Background: an optimization exercise with open tools, aiming at small area. Do not read the settings as production practice. Function was checked by simulation only, so behaviour that the tests miss may differ from the original.

==> flow/design.v <==
module topModule (
    input clk, rst,
    input S1, S2,
    input S3,
    input S4,
    input S5,
    input S6,
    input S7,
    input PB1,
    output reg Buzzer,
    output reg LED0, LED1,
    output reg [7:0] seg_7_display,
    output reg [7:0] active_low_anode
);
    localparam Time = 2'b00, Set_time = 2'b01, Set_alarm = 2'b10, Alarm = 2'b11;
    reg [4:0] ph;
    reg [9:0] hi;
    wire ph_z = ~|ph[3:0];
    wire ph_wrap = ph[4] & ph_z;
    wire tick = ph_wrap & (&hi[8:0]) & ~hi[9];
    wire [2:0] slot = hi[2:0];
    always @(posedge clk or posedge rst)
        if (rst) begin
            ph <= 5'd0;
            hi <= 10'd0;
        end else begin
            ph <= {ph[3:0], ph[4] ^ ph[2] ^ ph_z};
            hi <= hi + {9'd0, ph_wrap};
        end
    reg [1:0] state;
    reg [5:0] seconds;               
    reg [5:0] minutes, alarm_minutes;
    reg [4:0] hours, alarm_hours;
    reg [1:0] alarm_led_counter;
    reg alarm_buzzer_counter;
    reg prv_S5;
    wire in_time  = state == Time;
    wire in_st    = state == Set_time;
    wire in_sa    = state == Set_alarm;
    wire sec59 = &{seconds[5:3], seconds[1:0]};
    wire min59 = &{minutes[5:3], minutes[1:0]};
    wire hr23  = &{hours[4], hours[2:0]};
    wire amin59 = &{alarm_minutes[5:3], alarm_minutes[1:0]};
    wire ahr23  = &{alarm_hours[4], alarm_hours[2:0]};
    wire go    = tick & ~S6;
    wire inc_m  = go & ((in_time & sec59) | (in_st & S3));
    wire inc_h  = go & ((in_time & sec59 & min59) | (in_st & S4));
    wire inc_am = go & in_sa & S3;
    wire inc_ah = go & in_sa & S4;
    wire match = (minutes == alarm_minutes) && (hours == alarm_hours);
    always @(posedge clk or posedge rst)
        if (rst) prv_S5 <= 1'b0;
        else if (tick) prv_S5 <= S5;
    always @(posedge clk or posedge rst)
        if (rst) begin
            minutes <= 6'd0; hours <= 5'd0;
            alarm_minutes <= 6'd0; alarm_hours <= 5'd0;
        end else begin
            if (inc_m)  minutes <= min59 ? 6'd0 : minutes + 6'd1;
            if (inc_h)  hours <= hr23 ? 5'd0 : hours + 5'd1;
            if (inc_am) alarm_minutes <= amin59 ? 6'd0 : alarm_minutes + 6'd1;
            if (inc_ah) alarm_hours <= ahr23 ? 5'd0 : alarm_hours + 5'd1;
        end
    always @(posedge clk or posedge rst)
        if (rst) begin
            state <= Time;
            seconds <= 6'd0;
            alarm_led_counter <= 2'd0;
            alarm_buzzer_counter <= 1'b0;
            LED0 <= 1'b0;
            LED1 <= 1'b0;
            Buzzer <= 1'b0;
        end else if (tick) begin
            if (S6) begin
                LED0 <= 1'b0;
                LED1 <= 1'b0;
                Buzzer <= 1'b0;
            end else begin
                LED1 <= 1'b1;
                Buzzer <= 1'b0;
                case (state)
                    Time: begin
                        seconds <= sec59 ? 6'd0 : seconds + 6'd1;
                        LED0 <= ~seconds[0];
                        if (S1) state <= Set_time;
                        else if (S2) state <= Set_alarm;
                        else if (match & S5 & ~prv_S5) state <= Alarm;
                    end
                    Set_time: begin
                        LED0 <= 1'b0;
                        if (!S1) state <= Time;
                    end
                    Set_alarm: begin
                        LED0 <= 1'b1;
                        if (!S2) state <= Time;
                    end
                    default: begin
                        alarm_led_counter <= alarm_led_counter + 2'd1;
                        LED0 <= ~(&alarm_led_counter);
                        if (!S7) begin
                            alarm_buzzer_counter <= ~alarm_buzzer_counter;
                            Buzzer <= ~alarm_buzzer_counter;
                        end
                        if (PB1) state <= Time;
                    end
                endcase
            end
        end
    wire [5:0] v = slot[1] ? {1'b0, S2 ? alarm_hours : hours} : (S2 ? alarm_minutes : minutes);
    reg [2:0] tens;
    reg [3:0] units;
    always @(*) begin
        case (v)
            6'd0: {tens, units} = {3'd0, 4'd0};
            6'd1: {tens, units} = {3'd0, 4'd1};
            6'd2: {tens, units} = {3'd0, 4'd2};
            6'd3: {tens, units} = {3'd0, 4'd3};
            6'd4: {tens, units} = {3'd0, 4'd4};
            6'd5: {tens, units} = {3'd0, 4'd5};
            6'd6: {tens, units} = {3'd0, 4'd6};
            6'd7: {tens, units} = {3'd0, 4'd7};
            6'd8: {tens, units} = {3'd0, 4'd8};
            6'd9: {tens, units} = {3'd0, 4'd9};
            6'd10: {tens, units} = {3'd1, 4'd0};
            6'd11: {tens, units} = {3'd1, 4'd1};
            6'd12: {tens, units} = {3'd1, 4'd2};
            6'd13: {tens, units} = {3'd1, 4'd3};
            6'd14: {tens, units} = {3'd1, 4'd4};
            6'd15: {tens, units} = {3'd1, 4'd5};
            6'd16: {tens, units} = {3'd1, 4'd6};
            6'd17: {tens, units} = {3'd1, 4'd7};
            6'd18: {tens, units} = {3'd1, 4'd8};
            6'd19: {tens, units} = {3'd1, 4'd9};
            6'd20: {tens, units} = {3'd2, 4'd0};
            6'd21: {tens, units} = {3'd2, 4'd1};
            6'd22: {tens, units} = {3'd2, 4'd2};
            6'd23: {tens, units} = {3'd2, 4'd3};
            6'd24: {tens, units} = {3'd2, 4'd4};
            6'd25: {tens, units} = {3'd2, 4'd5};
            6'd26: {tens, units} = {3'd2, 4'd6};
            6'd27: {tens, units} = {3'd2, 4'd7};
            6'd28: {tens, units} = {3'd2, 4'd8};
            6'd29: {tens, units} = {3'd2, 4'd9};
            6'd30: {tens, units} = {3'd3, 4'd0};
            6'd31: {tens, units} = {3'd3, 4'd1};
            6'd32: {tens, units} = {3'd3, 4'd2};
            6'd33: {tens, units} = {3'd3, 4'd3};
            6'd34: {tens, units} = {3'd3, 4'd4};
            6'd35: {tens, units} = {3'd3, 4'd5};
            6'd36: {tens, units} = {3'd3, 4'd6};
            6'd37: {tens, units} = {3'd3, 4'd7};
            6'd38: {tens, units} = {3'd3, 4'd8};
            6'd39: {tens, units} = {3'd3, 4'd9};
            6'd40: {tens, units} = {3'd4, 4'd0};
            6'd41: {tens, units} = {3'd4, 4'd1};
            6'd42: {tens, units} = {3'd4, 4'd2};
            6'd43: {tens, units} = {3'd4, 4'd3};
            6'd44: {tens, units} = {3'd4, 4'd4};
            6'd45: {tens, units} = {3'd4, 4'd5};
            6'd46: {tens, units} = {3'd4, 4'd6};
            6'd47: {tens, units} = {3'd4, 4'd7};
            6'd48: {tens, units} = {3'd4, 4'd8};
            6'd49: {tens, units} = {3'd4, 4'd9};
            6'd50: {tens, units} = {3'd5, 4'd0};
            6'd51: {tens, units} = {3'd5, 4'd1};
            6'd52: {tens, units} = {3'd5, 4'd2};
            6'd53: {tens, units} = {3'd5, 4'd3};
            6'd54: {tens, units} = {3'd5, 4'd4};
            6'd55: {tens, units} = {3'd5, 4'd5};
            6'd56: {tens, units} = {3'd5, 4'd6};
            6'd57: {tens, units} = {3'd5, 4'd7};
            6'd58: {tens, units} = {3'd5, 4'd8};
            6'd59: {tens, units} = {3'd5, 4'd9};
            6'd60: {tens, units} = {3'd6, 4'd0};
            6'd61: {tens, units} = {3'd6, 4'd1};
            6'd62: {tens, units} = {3'd6, 4'd2};
            6'd63: {tens, units} = {3'd6, 4'd3};
        endcase
    end
    wire [3:0] dv = slot[2] ? 4'd0 : (slot[0] ? {1'b0, tens} : units);
    always @(*) begin
        case (slot)
            3'd0: active_low_anode = 8'hFE;
            3'd1: active_low_anode = 8'hFD;
            3'd2: active_low_anode = 8'hFB;
            3'd3: active_low_anode = 8'hF7;
            default: active_low_anode = 8'hFF;
        endcase
        case (dv)
            4'd0: seg_7_display = 8'hC0;
            4'd1: seg_7_display = 8'hF9;
            4'd2: seg_7_display = 8'hA4;
            4'd3: seg_7_display = 8'hB0;
            4'd4: seg_7_display = 8'h99;
            4'd5: seg_7_display = 8'h92;
            4'd6: seg_7_display = 8'h82;
            4'd7: seg_7_display = 8'hF8;
            4'd8: seg_7_display = 8'h80;
            4'd9: seg_7_display = 8'h90;
            default: seg_7_display = 8'hC0;
        endcase
    end
endmodule
clock: 10.0 ns
lec_check: 0
cap_margin: 20
core_margin: 2
core_utilization: 40
cts_buf_list: sky130_fd_sc_hd__clkbuf_8
slew_margin: 20
standard.sh (not shown) runs the stock make flow with config.mk's settings and CLKGATE_MAP_FILE= SYNTH_SCRIPT=/design/flow/synth_recipe.tcl, a recipe that flattens the netlist after the stock synthesis.
==> flow/flow/run.sh <==
#!/bin/bash
# Own layout flow: the standard flow (standard.sh) with these changes:
#  - synthesis maps all the logic, adders included, with area-oriented ABC
#    scripts and keeps the smallest result (flow/my_synth.tcl);
#    registers, their names and cell types are as in the standard synthesis;
#  - the port buffers that placement inserts are sky130_fd_sc_hd__buf_1;
#  - clock tree synthesis takes its arguments from flow/cts_args;
#  - the constant outputs share one tie cell.
# Each tool's output goes to its own log under orfs/logs; make's output to flow_make.log.
set -euo pipefail
HERE=$(pwd)
sed "s#SYNTH_SCRIPT=[^ ]*#SYNTH_SCRIPT=$HERE/flow/my_synth.tcl#" standard.sh > my_standard.sh
grep -q "SYNTH_SCRIPT=$HERE/flow/my_synth.tcl" my_standard.sh
export BUFFER_PORTS_ARGS="-buffer_cell sky130_fd_sc_hd__buf_1"
# keep synthesis's single tie cell for the constant outputs (no tie per port)
export SKIP_REPAIR_TIE_FANOUT=1
# clock tree options (ORFS's cts.tcl reads CTS_ARGS): no dummy loads
if [[ -f flow/cts_args ]]; then export CTS_ARGS="$(cat flow/cts_args)"; fi
bash my_standard.sh > flow_make.log 2>&1
Other scripts of this flow, unchanged in this note and not shown: flow/flow/abc_a.script, flow/flow/abc_b.script, flow/flow/abc_c.script, flow/flow/abc_d.script, flow/flow/abc_e.script, flow/flow/cts_args, flow/flow/my_synth.tcl
The first run finished with timing, DRC and antenna clean.
Next try:
--- a/flow/design.v
+++ b/flow/design.v
@@ -10,11 +10,11 @@
     output reg Buzzer,
     output reg LED0, LED1,
     output reg [7:0] seg_7_display,
     output reg [7:0] active_low_anode
 );
-    localparam Time = 2'b00, Set_time = 2'b01, Set_alarm = 2'b10, Alarm = 2'b11;
+    localparam Time = 2'b00, Set_time = 2'b11, Set_alarm = 2'b01, Alarm = 2'b10;
     reg [4:0] ph;
     reg [9:0] hi;
     wire ph_z = ~|ph[3:0];
     wire ph_wrap = ph[4] & ph_z;
     wire tick = ph_wrap & (&hi[8:0]) & ~hi[9];
Result: Synthesized cell count rises slightly. Routed wire length climbs by a few percent. Clock skew shrinks by 0.0067 ns. Sequential share of layout area increases by 0.25 points. Final area drops slightly. Cell count stays flat. First-iteration DRC count goes up to 2.8 times its value.

==> separate check: timing with driven ports <==
How much do the figures lean on ideal ports? The routed layouts below were timed once more, with nothing changed but the port constraints.
Step 1 assumes that a clkbuf_16 drives the clock port and a buf_2 every other input.
Step 2, shift: input delay + t, output delay - t, t = (earliest + latest rising clock arrival at the registers) / 2. This alone moves slack from input paths to output paths.
Three values: no drivers, after step 1, after step 2; two values: the first two.
| run | t (ns) | setup WS [ns] | cell pins on the clock port's net |
|---|---|---|---|
| the first run | 0.325 | 3.071 / 3.049 / 3.049 | 1 |
| the second run | 0.319 | 3.085 / 3.060 / 3.060 | 1 |
After both steps every run listed still meets setup and hold. The setup slack of the second run, which loses most, moves by -0.025 ns with the drivers and by -0.025 ns with both steps.
